Context: an optimization exercise on an open-source flow, tuned for small area. The choices shown serve that exercise and are no tape-out recipe.
Function was checked by simulation only, so behaviour that the tests miss may differ from the original.
Power figures rest on the tool's default switching activity, not on a simulated workload.

==> flow/design.v (outline; a module is shown in full before it is edited, if it fits) <==
// module tv80s: 22467 lines
module tv80s(m1_n, mreq_n, iorq_n, rd_n, wr_n, rfsh_n, halt_n, busak_n, A, dout, reset_n, clk, cen, wait_n, int_n, nmi_n, busrq_n, di);
  // ...
==> flow/flow/run.sh <==
#!/bin/bash
# Own layout flow: the standard flow, with one extra step after synthesis
# that re-maps the combinational logic of the synthesized netlist for small
# area (flow/remap.tcl). The standard synthesis's registers (instances, names
# and cell types) are left untouched. Each tool's output goes to a log here.
set -euo pipefail
W=$(pwd)
R=$W/orfs/results/${FLOW_PLATFORM}/tv80s/base
LIBF=$FLOW_HOME/platforms/${FLOW_PLATFORM}/lib/sky130_fd_sc_hd__tt_025C_1v80.lib

# 1. standard synthesis (unchanged)
bash standard.sh synth > $W/1_synth.log 2>&1

# 2. area re-mapping of the combinational logic
cp $R/1_2_yosys.v $W/1_2_yosys.std.v
DONT_USE=$(sed -n '/^export DONT_USE_CELLS/,/^#/p' $FLOW_HOME/platforms/${FLOW_PLATFORM}/config.mk | grep -o 'sky130_fd_sc_hd__[a-z0-9_]*' | tr '\n' ' ')
REMAP_LIB=$LIBF REMAP_TOP=$FLOW_TOP REMAP_IN=$W/1_2_yosys.std.v REMAP_OUT=$W/1_2_yosys.remap.v \
REMAP_DONT_USE="$DONT_USE" REMAP_ABC_ARGS="" \
  yosys -c $W/flow/remap.tcl > $W/2_remap.log 2>&1
cp $W/1_2_yosys.remap.v $R/1_2_yosys.v
rm -f $R/1_synth.odb $R/1_synth.sdc

# 3. the rest of the standard flow on the re-mapped netlist
bash standard.sh finish > $W/3_layout.log 2>&1
==> flow/flow/remap.tcl <==
# Re-map the combinational logic of a synthesized netlist for small area.
# Registers (flip-flop instances, names and cell types) are kept as they are.
set lib $::env(REMAP_LIB)
set top $::env(REMAP_TOP)
yosys read_liberty -ignore_miss_func $lib
yosys read_verilog $::env(REMAP_IN)
yosys hierarchy -top $top
# keep sequential cells and tie cells as instances, inline every other cell
yosys setattr -mod -set keep_hierarchy 1 sky130_fd_sc_hd__df* sky130_fd_sc_hd__edf* sky130_fd_sc_hd__sdf* sky130_fd_sc_hd__sedf* sky130_fd_sc_hd__dl* sky130_fd_sc_hd__conb_1
yosys flatten
yosys opt_clean -purge
set dont_use {}
foreach c $::env(REMAP_DONT_USE) { lappend dont_use -dont_use $c }
yosys abc -liberty $lib {*}$dont_use {*}$::env(REMAP_ABC_ARGS)
yosys opt_clean -purge
yosys hilomap -singleton -hicell sky130_fd_sc_hd__conb_1 HI -locell sky130_fd_sc_hd__conb_1 LO
yosys splitnets
yosys opt_clean -purge
yosys insbuf -buf sky130_fd_sc_hd__buf_4 A X
yosys blackbox =A:keep_hierarchy
yosys select -module $top
yosys stat -liberty $lib
yosys select -clear
yosys write_verilog -noexpr -nohex -nodec -noattr -selected $::env(REMAP_OUT)
==> flow/standard.sh <==
#!/bin/bash
# synth_recipe.tcl (not shown) runs the flow's synth.tcl, then flattens the netlist and writes it again
# the make line also repeats each setting of config.mk as NAME=value (left out here)
make -C /OpenROAD-flow-scripts/flow DESIGN_CONFIG=/design/flow/config.mk WORK_HOME=/design/flow/orfs CLKGATE_MAP_FILE= SYNTH_SCRIPT=/design/flow/synth_recipe.tcl "${@:-finish}"
==> flow/config.mk <==
export PLATFORM = sky130hd
export DESIGN_NAME = tv80s
export DESIGN_NICKNAME = tv80s
export VERILOG_FILES = /design/flow/design.v
export SDC_FILE = /design/flow/constraint.sdc
export NUM_CORES = 4
export LEC_CHECK = 0
export CAP_MARGIN = 20
export CORE_MARGIN = 2
export CORE_UTILIZATION = 40
export SLEW_MARGIN = 20
==> flow/constraint.sdc <==
create_clock -name core_clock -period 12.0 [get_ports {clk}]
set_input_delay 2.4000 -clock core_clock [delete_from_list [all_inputs] [get_ports {clk}]]
set_output_delay 2.4000 -clock core_clock [all_outputs]
set_load 0.01 [all_outputs]
==> run_results.csv, run 1 <==
group,metric,value,unit
run_status,run_status,"timing/DRC/antenna clean",
place,routabilityCongestion,1.070,
final_layout,sh_seq_area,31.46,%
floorplan,die_width,260.6,µm
setup_path,setup.reg_to_reg.worst_slack,2.31,ns
drt,topRoutingLayerUsed,"met5",
final_layout,layout.clock_buffers,48,
power,power_report.internal_total,4.022,mW
grt,grt.met3_usage,14.60,%
sta,maxSlewViolCount,0,
power,comb_power_share,62.8,%
sta,timing.clock.skew,0.03314,ns
floorplan,floorplan_row_count,94,
final_layout,registers_with_the_most_flip_flops,"i_tv80_core.i_reg.RegsH (64), i_tv80_core.i_reg.RegsL (64)",
power,vdd_drop_max,176.4,µV
drt,drt_first_pass_iters,10,
floorplan,fp.coreArea,65510,µm²
final_layout,layout.cell_area.non_filler,30430,µm²
setup_path,worst-path-max-fanout,39,
power,pwr-share-seq,21.5,%
place,place_inst,4306,
synth,ys.warnings.count,1,
grt,grt_start_max_net_pins,57,
final_layout,layout.clock.cell_area_share,4.807,%
drt,dr_total_vias,32480,
setup_path,timing.rr.start,"i_tv80_core.IR[3]",
place,place_hpwl,124500,µm
drt,route.layer.met1.wl,60810,µm
drt,wl_met2,67750,µm
synth,synth_area,26340,µm²
sta,worst_hold_margin,0.4679,ns
final_layout,instances_no_fill,4385,
==> inputs of run 2 (changes only) <==
--- a/flow/flow/run.sh
+++ b/flow/flow/run.sh
@@ -16,5 +16,5 @@
 DONT_USE=$(sed -n '/^export DONT_USE_CELLS/,/^#/p' $FLOW_HOME/platforms/${FLOW_PLATFORM}/config.mk | grep -o 'sky130_fd_sc_hd__[a-z0-9_]*' | tr '\n' ' ')
 REMAP_LIB=$LIBF REMAP_TOP=$FLOW_TOP REMAP_IN=$W/1_2_yosys.std.v REMAP_OUT=$W/1_2_yosys.remap.v \
-REMAP_DONT_USE="$DONT_USE" REMAP_ABC_ARGS="" \
+REMAP_DONT_USE="$DONT_USE" REMAP_ABC_ARGS="-script $W/flow/remap.abc" \
   yosys -c $W/flow/remap.tcl > $W/2_remap.log 2>&1
 cp $W/1_2_yosys.remap.v $R/1_2_yosys.v
@@ -22,3 +22,4 @@
 
 # 3. the rest of the standard flow on the re-mapped netlist
-bash standard.sh finish > $W/3_layout.log 2>&1
+CTS_ARGS="-sink_clustering_enable -repair_clock_nets -dont_use_dummy_load -sink_clustering_size 25 -sink_clustering_max_diameter 60 -buf_list sky130_fd_sc_hd__clkbuf_16"
+bash standard.sh finish "CTS_ARGS=$CTS_ARGS" > $W/3_layout.log 2>&1
==> flow/flow/remap.abc (new file) <==
strash
dc2
&get -n
&dch -f
&nf -R 1000
&put
strash
dc2
&get -n
&dch -f
&nf -R 1000
&put
strash
dc2
&get -n
&dch -f
&nf -R 1000
&put
--- a/flow/config.mk
+++ b/flow/config.mk
@@ -9,3 +9,5 @@
 export CORE_MARGIN = 2
 export CORE_UTILIZATION = 40
+export GPL_TIMING_DRIVEN = 0
+export SETUP_SLACK_MARGIN = 0.5
 export SLEW_MARGIN = 20
==> run 2 against run 1 <==
Critical path type unchanged. Global-route usage is 5.6 points lower. Count of clock-buffer cells in the layout down 10. Area after synthesis fell by 3.5%. Still clean. Critical endpoint is now i_tv80_core.i_reg.RegsH[3][6].
==> run_results.csv, run 2 <==
group,metric,value,unit
final_layout,registers_with_the_most_flip_flops,"i_tv80_core.i_reg.RegsH (64), i_tv80_core.i_reg.RegsL (64)",
drt,drc,0,
setup_path,timing.rr.start,"i_tv80_core.IR[4]",
setup_path,end_kind,"flop",
place,place_inst,4099,
sta,achievable-frequency,90.72,MHz
sta,final_period_minus_worst_setup_slack,11.02,ns
place,place_hpwl,106100,µm
floorplan,boundaryPins,47,
drt,routedWlPerCell,34.34,µm
sta,worstMarginPinSlew,1.258,ns
setup_path,critical_path.endpoint,"i_tv80_core.i_reg.RegsH[3][6]",
grt,grt_start_max_net_pins,72,
drt,drt_first_pass_iters,10,
sta,maxSlewViolCount,0,
worst_hold_path,timing.hold.worst_path_depth,2,
drt,ant_nets,0,
floorplan,fp.coreArea,62970,µm²
grt,wire_length_of_the_first_global_routing_pass,202200,µm
worst_hold_path,hold_path.class,"flop to flop",
clock_network,clkSlewWorstSetupHoldPaths,0.08,ns
final_layout,mostFrequentLayoutCell,"nand2_1",
setup_path,setup.reg_to_reg.worst_slack,0.98,ns
place,port-buffer-count,45,
grt,gr-usage-all-layers,41.78,%
clock_network,clockBufferDepth,3,
power,power,8.232,mW
drt,first_iter_violations,5465,
sta,timing.clock.skew,0.08125,ns
drt,dr_total_vias,30458,
sta,worst_slew_margin_rel,16.13,%
sta,final_hold_viol_count,0,
synth,synth_nets,3166,
final_layout,layout-area-overhead-vs-synth,14.23,%
floorplan,floorplan_row_count,92,
clock_network,clk-insertion-delay-late,0.61,ns
final_layout,layout.cell_area.non_filler,29040,µm²
final_layout,fraction_of_final_layout_cells_with_drive_strength_greater_than_1,6.911,%
final_layout,instances_no_fill,4148,
sta,rsz0062_at_grt,"no",
sta,timing.final.setup_violations,0,
setup_path,critPathKind,"flop to flop",
grt,global_route.overflow_total,0,
final_layout,nets,3316,
synth,synth_area,25420,µm²
place,routabilityCongestion,1.040,
drt,routed_via_density,7.343,
grt,number_of_global_route_vias_before_repair,27614,
floorplan,start_util,40.37,%
grt,grt_antenna_before_repair,1,
setup_path,worst_r2r_path_depth,44,
synth,synth_cells,3151,
setup_path,critPathMostFrequentCell,"a21oi_1",
setup_path,worstPathArrival,11.27,ns
clock_network,cts-htree-levels,2,
final_layout,final_cell_mix,"436 x nand2_1, 388 x nor2_1, 324 x a21oi_1, 323 x o21ai_0, 241 x edfxtp_1",
setup_path,regToRegEndpoint,"i_tv80_core.i_reg.RegsH[3][6]",
floorplan,vertical_die_dimension,256.1,µm
setup_path,crit_start,"i_tv80_core.IR[4]",
clock_network,number_of_clock_buffers_inserted_by_tritoncts,38,
setup_path,cp_max_stage_cell,"dfrtp_2",
run_status,run_status,"timing/DRC/antenna clean",
clock_network,cts_hold_repair.buffers,0,
place,dpl-instance-area,27900,µm²
setup_path,worst-endpoint-required,12.25,ns
floorplan,floorplan.die_area,65590,µm²
setup_path,timing.critical_path.from_type,"flop",
drt,post_route_wl,142500,µm
setup_path,largest_stage_delay_worst_path,0.58,ns
setup_path,worst-path-max-fanout,35,
synth,syn_avg_cell_area,8.068,µm²
flow_run,maxCapViolCount,0,
final_layout,fillers,6331,
power,powerDensity,283.5,nW/µm²
power,vdd_drop_max,157.3,µV
power,leakage,9.896,nW
clock_network,tritoncts,"yes",
sta,final_min_period_over_clock_period,91.86,%
floorplan,die_width,256.1,µm
clock_network,sink_count_of_the_clock_tree,334,
synth,ys.warnings.count,1,
clock_network,clock_tree.root_cell,"clkbuf_16",
[run 2: layout make-up]
cell class / count / area [µm²] / area share (%)
Antenna cell: 3 / 7.507 / 0.02585
Buffer: 24 / 180.2 / 0.6204
Clock buffer: 38 / 950.9 / 3.274
Inverter: 55 / 215.2 / 0.7411
Multi-Input combinational cell: 2738 / 15850 / 54.57
Sequential cell: 334 / 9587 / 33.01
Tap cell: 846 / 1059 / 3.645
Timing Repair Buffer: 110 / 1194 / 4.110
[run 2: metal layers]
layer  wire length, µm  up-vias  global-route usage (%)
met5                 0        -                       0
met4              7850        0                   19.82
met3             18390      446                   9.933
met2             60260     2451                   61.63
met1             55960    14878                   57.49
li1                  -    12683                       -
[run 2: worst max-delay path, delay by kind of cell (launching register included)]
family	cells	cell delay, ns
fa+ha+maj	1	0.47
simple gates	20	4.51
compound gates	22	4.80
flops	1	0.58
buf+inv	1	0.25
[run 2: how the worst min path moves through the flow]
| stage | end | slack, ns | start |
|---|---|---|---|
| floorplan | A[14] | 0.45 | A[14] |
| global placement | A[8] | 0.47 | A[8] |
| detailed placement | A[14] | 0.47 | A[14] |
| CTS | A[12] | 0.49 | A[12] |
| global route | A[0] | 0.52 | A[0] |
| finish | A[12] | 0.48 | A[12] |
[run 2: power breakdown]
| group | total, mW | switching (mW) | internal, mW | leakage [nW] |
|---|---|---|---|---|
| combinational | 5.05 | 3.44 | 1.61 | 6.08 |
| clock | 1.02 | 0.469 | 0.554 | 0.468 |
| sequential | 2.16 | 0.571 | 1.59 | 3.35 |
[run 2: metrics by stage]
stage / worst slack, ns / utilization [%] / setup TNS [ns] / hold slack, ns
finish: 0.9771 / 46.12 / 0 / 0.4845
global placement: -2.708 / 42.77 / -146.94 / 0.4692
detailed placement: -0.6815 / 44.30 / -12.32 / 0.4724
CTS: 0.5273 / 45.92 / 0 / 0.4885
floorplan: 2.973 / - / 0 / 0.4498
global route: 0.5158 / 46.11 / 0 / 0.5165
[run 2: timing repair]
| action | 4_1_cts | 5_1_grt |
|---|---|---|
| resized for setup | 21 | 19 |
| setup endpoints to repair | 41 | 41 |
| setup buffers | 0 | 6 |
| pin swaps | 0 | 2 |
==> inputs of run 3 (changes only) <==
--- a/flow/flow/run.sh
+++ b/flow/flow/run.sh
@@ -23,3 +23,3 @@
 # 3. the rest of the standard flow on the re-mapped netlist
 CTS_ARGS="-sink_clustering_enable -repair_clock_nets -dont_use_dummy_load -sink_clustering_size 25 -sink_clustering_max_diameter 60 -buf_list sky130_fd_sc_hd__clkbuf_16"
-bash standard.sh finish "CTS_ARGS=$CTS_ARGS" > $W/3_layout.log 2>&1
+bash standard.sh finish "CTS_ARGS=$CTS_ARGS" "BUFFER_PORTS_ARGS=-buffer_cell sky130_fd_sc_hd__buf_2" > $W/3_layout.log 2>&1
--- a/flow/config.mk
+++ b/flow/config.mk
@@ -8,5 +8,5 @@
 export CAP_MARGIN = 20
 export CORE_MARGIN = 2
-export CORE_UTILIZATION = 40
+export CORE_UTILIZATION = 50
 export GPL_TIMING_DRIVEN = 0
 export SETUP_SLACK_MARGIN = 0.5
==> run 3 against run 2 <==
Critical path type unchanged. First-iteration DRC count is 41% higher. Die area shrank 20%. Combinational power barely moved. Clock power is 13% lower. Still clean on timing, DRC and antenna. Fmax shrank 3.4%. Via count up 3.4%. Worst hold slack better by 0.0083 ns.
==> run_results.csv, run 3 <==
group,metric,value,unit
run_status,run_status,"timing/DRC/antenna clean",
setup_path,crit_family,"simple AND/OR/NAND/NOR gates",
clock_network,number_of_clock_buffers_inserted_by_tritoncts,31,
power,vdd_drop_max,162.1,µV
sta,worst_hold_margin,0.4929,ns
final_layout,registers_with_the_most_flip_flops,"i_tv80_core.i_reg.RegsH (64), i_tv80_core.i_reg.RegsL (64)",
sta,finalWorstSetupSlack,0.5931,ns
worst_hold_path,worst_hold_startpoint,"A[15]",
floorplan,boundaryPins,47,
synth,ys.warnings.count,1,
clock_network,clock_tree.root_cell,"clkbuf_16",
clock_network,clkSlewWorstSetupHoldPaths,0.10,ns
grt,global_route.usage.met1,62.35,%
sta,setup-tns-final,0,ns
place,place_hpwl,102100,µm
sta,achievable-frequency,87.67,MHz
grt,number_of_global_route_vias_before_repair,29104,
sta,rsz0062_at_grt,"no",
grt,gr-usage-all-layers,51.27,%
drt,ant_nets,0,
setup_path,critPathKind,"flop to flop",
drt,post_route_wl,139900,µm
sta,final_hold_viol_count,0,
clock_network,sink_count_of_the_clock_tree,334,
clock_network,clk-insertion-delay-late,0.66,ns
floorplan,start_util,50.67,%
sta,worstMarginPinSlew,1.269,ns
drt,dr_total_vias,31490,
synth,synth_area,25420,µm²
flow_run,maxCapViolCount,0,
floorplan,vertical_die_dimension,229.5,µm
sta,timing.clock.skew,0.1001,ns
setup_path,end_kind,"flop",
place,post-place-ws,-0.1289,ns
place,port-buffer-count,45,
setup_path,worst-path-max-fanout,15,
setup_path,timing.critical_path.buf_inv,0,
drt,first_iter_violations,7716,
setup_path,timing.critical_path.from_type,"flop",
grt,use_met2,72.12,%
drt,routed_via_density,7.964,
grt,grt_antenna_before_repair,7,
clock_network,cts_post_setup_buffers_inserted,0,
sta,timing.final.setup_violations,0,
setup_path,timing.rr.start,"i_tv80_core.IR[6]",
setup_path,worst-endpoint-required,12.25,ns
sta,final_min_period_over_clock_period,95.06,%
drt,drc,0,
grt,wire_length_of_the_first_global_routing_pass,199400,µm
clock_network,cts_hold_repair.buffers,0,
floorplan,fp.coreArea,50170,µm²
grt,global_route.overflow_total,0,
floorplan,floorplan.die_area,52660,µm²
drt,drt_first_pass_iters,14,
sta,final_period_minus_worst_setup_slack,11.41,ns
final_layout,mostFrequentLayoutCell,"nand2_1",
sta,worst_slew_margin_rel,14.50,%
power,leakage,9.690,nW
final_layout,fraction_of_final_layout_cells_with_drive_strength_greater_than_1,7.601,%
clock_network,cts-htree-levels,1,
final_layout,nets,3293,
grt,grt-busiest-layer,"met2",
synth,syn_avg_cell_area,8.068,µm²
drt,routedWlPerCell,35.38,µm
sta,maxSlewViolCount,0,
place,routabilityCongestion,1.113,
grt,grt_start_max_net_pins,70,
power,power,8.175,mW
worst_hold_path,hold_path.class,"flop to flop",
final_layout,final_cell_mix,"437 x nand2_1, 386 x nor2_1, 322 x o21ai_0, 322 x a21oi_1, 241 x edfxtp_1",
setup_path,crit_start,"i_tv80_core.IR[6]",
grt,grt.met3_usage,21.26,%
clock_network,clockBufferDepth,3,
setup_path,worstPathArrival,11.66,ns
final_layout,layout-area-overhead-vs-synth,11.02,%
synth,synth_nets,3166,
setup_path,largest_stage_delay_worst_path,0.85,ns
setup_path,cp_max_stage_cell,"dfrtp_1",
floorplan,die_width,229.5,µm
clock_network,tritoncts,"yes",
synth,synth_cells,3151,
floorplan,floorplan_row_count,82,
power,powerDensity,289.6,nW/µm²
==> run 3: changes by cell type in the layout (fill, tap and decap cells not counted), moves of 2 or more <==
cell / delta
a21oi_1: -2
a21oi_2: +2
buf_16: -3
buf_2: +45
buf_4: -16
buf_6: +3
clkbuf_16: -7
clkdlybuf4s50_1: -44
diode_2: +3
nor2_1: -2
nor2_2: +6
nor2_4: -4
==> run 3: worst reg2reg max path, delay by kind of cell, from the launching register on <==
kind	cells	cell delay (ns)
flip-flops	1	0.85
adder cells (fa/ha/maj)	1	0.48
AND/OR/NAND/NOR	21	5.43
AO/OA/AOI/OAI	18	4.30
==> run 3: final cells by class <==
cell class,count,area (µm²)
Antenna cell,6,15.01
Buffer,24,180.2
Clock buffer,31,775.7
Fill cell,4600,21950
Inverter,55,215.2
Multi-Input combinational cell,2738,15810
Sequential cell,334,9584
Tap cell,672,840.8
Timing Repair Buffer,94,799.5
==> run 3: worst paths after layout <==
check	to	slack, ns	cells after the start
hold / removal	A[15]	0.49	2
max in group asynchronous	i_tv80_core.PC[12]	9.63	2
hold reg to reg	A[15]	0.49	2
setup / recovery	i_tv80_core.i_reg.RegsH[1][6]	0.59	40
setup reg to reg	i_tv80_core.i_reg.RegsH[1][6]	0.59	40
min in group asynchronous	i_tv80_core.mcyc[1]	1.67	1
==> run 3: metrics by stage <==
stage | cell area (µm²) | util [%] | cells
after floorplan | 25420 | - | 3151
after global placement | 26490 | 52.80 | 3868
after detailed placement | 27300 | 54.42 | 3917
after CTS | 28110 | 56.02 | 3948
after global routing | 28210 | 56.23 | 3948
final | 28220 | 56.26 | 3954
==> run 3: where the power goes <==
group / switching, mW / internal (mW) / total (mW)
clock network: 0.441 / 0.448 / 0.889
registers: 0.640 / 1.59 / 2.23
logic: 3.51 / 1.55 / 5.05
total: 4.59 / 3.59 / 8.17
==> run 3: metal layers <==
| metal | vias up | share of wire (%) |
|---|---|---|
| met5 | - | 0.093 |
| met4 | 14 | 9.8 |
| met3 | 965 | 17 |
| met2 | 3347 | 40 |
| met1 | 14517 | 33 |
| li1 | 12647 | - |
==> run 3: what timing repair did <==
action | in CTS | in global routing
gates cloned | 0 | 0
resized for setup | 9 | 23
endpoints found under the setup margin | 25 | 49

## separate check: timing with driven ports
The results above use ideal ports. As a check the final layouts listed here were re-extracted and re-timed, cells and wires unchanged. Step 1, drivers: a clkbuf_16 drives clk and a buf_2 each remaining input, both assumed. Step 2 times the ports against the registers' clock, not the clock port: input delays grow and output delays shrink by t, the midpoint of the rising clock arrivals with the driver on. a / b / c = ideal ports / drivers / drivers and shift; a / b = the first two.
run | t, ns | slack for setup (ns) | worst hold slack (ns) | worst register clock-pin slew, ns | pins driven straight from the clock port
run 1 | 0.658 | 2.313 / 2.313 / 2.313 | 0.468 / 0.468 / 0.468 | 0.07 / 0.07 | 1
run 2 | 0.637 | 0.977 / 0.977 / 0.977 | 0.485 / 0.485 / 0.485 | 0.08 / 0.08 | 1
run 3 | 0.679 | 0.593 / 0.593 / 0.593 | 0.493 / 0.493 / 0.493 | 0.10 / 0.10 | 1
After both steps setup and hold are still met in every run listed.
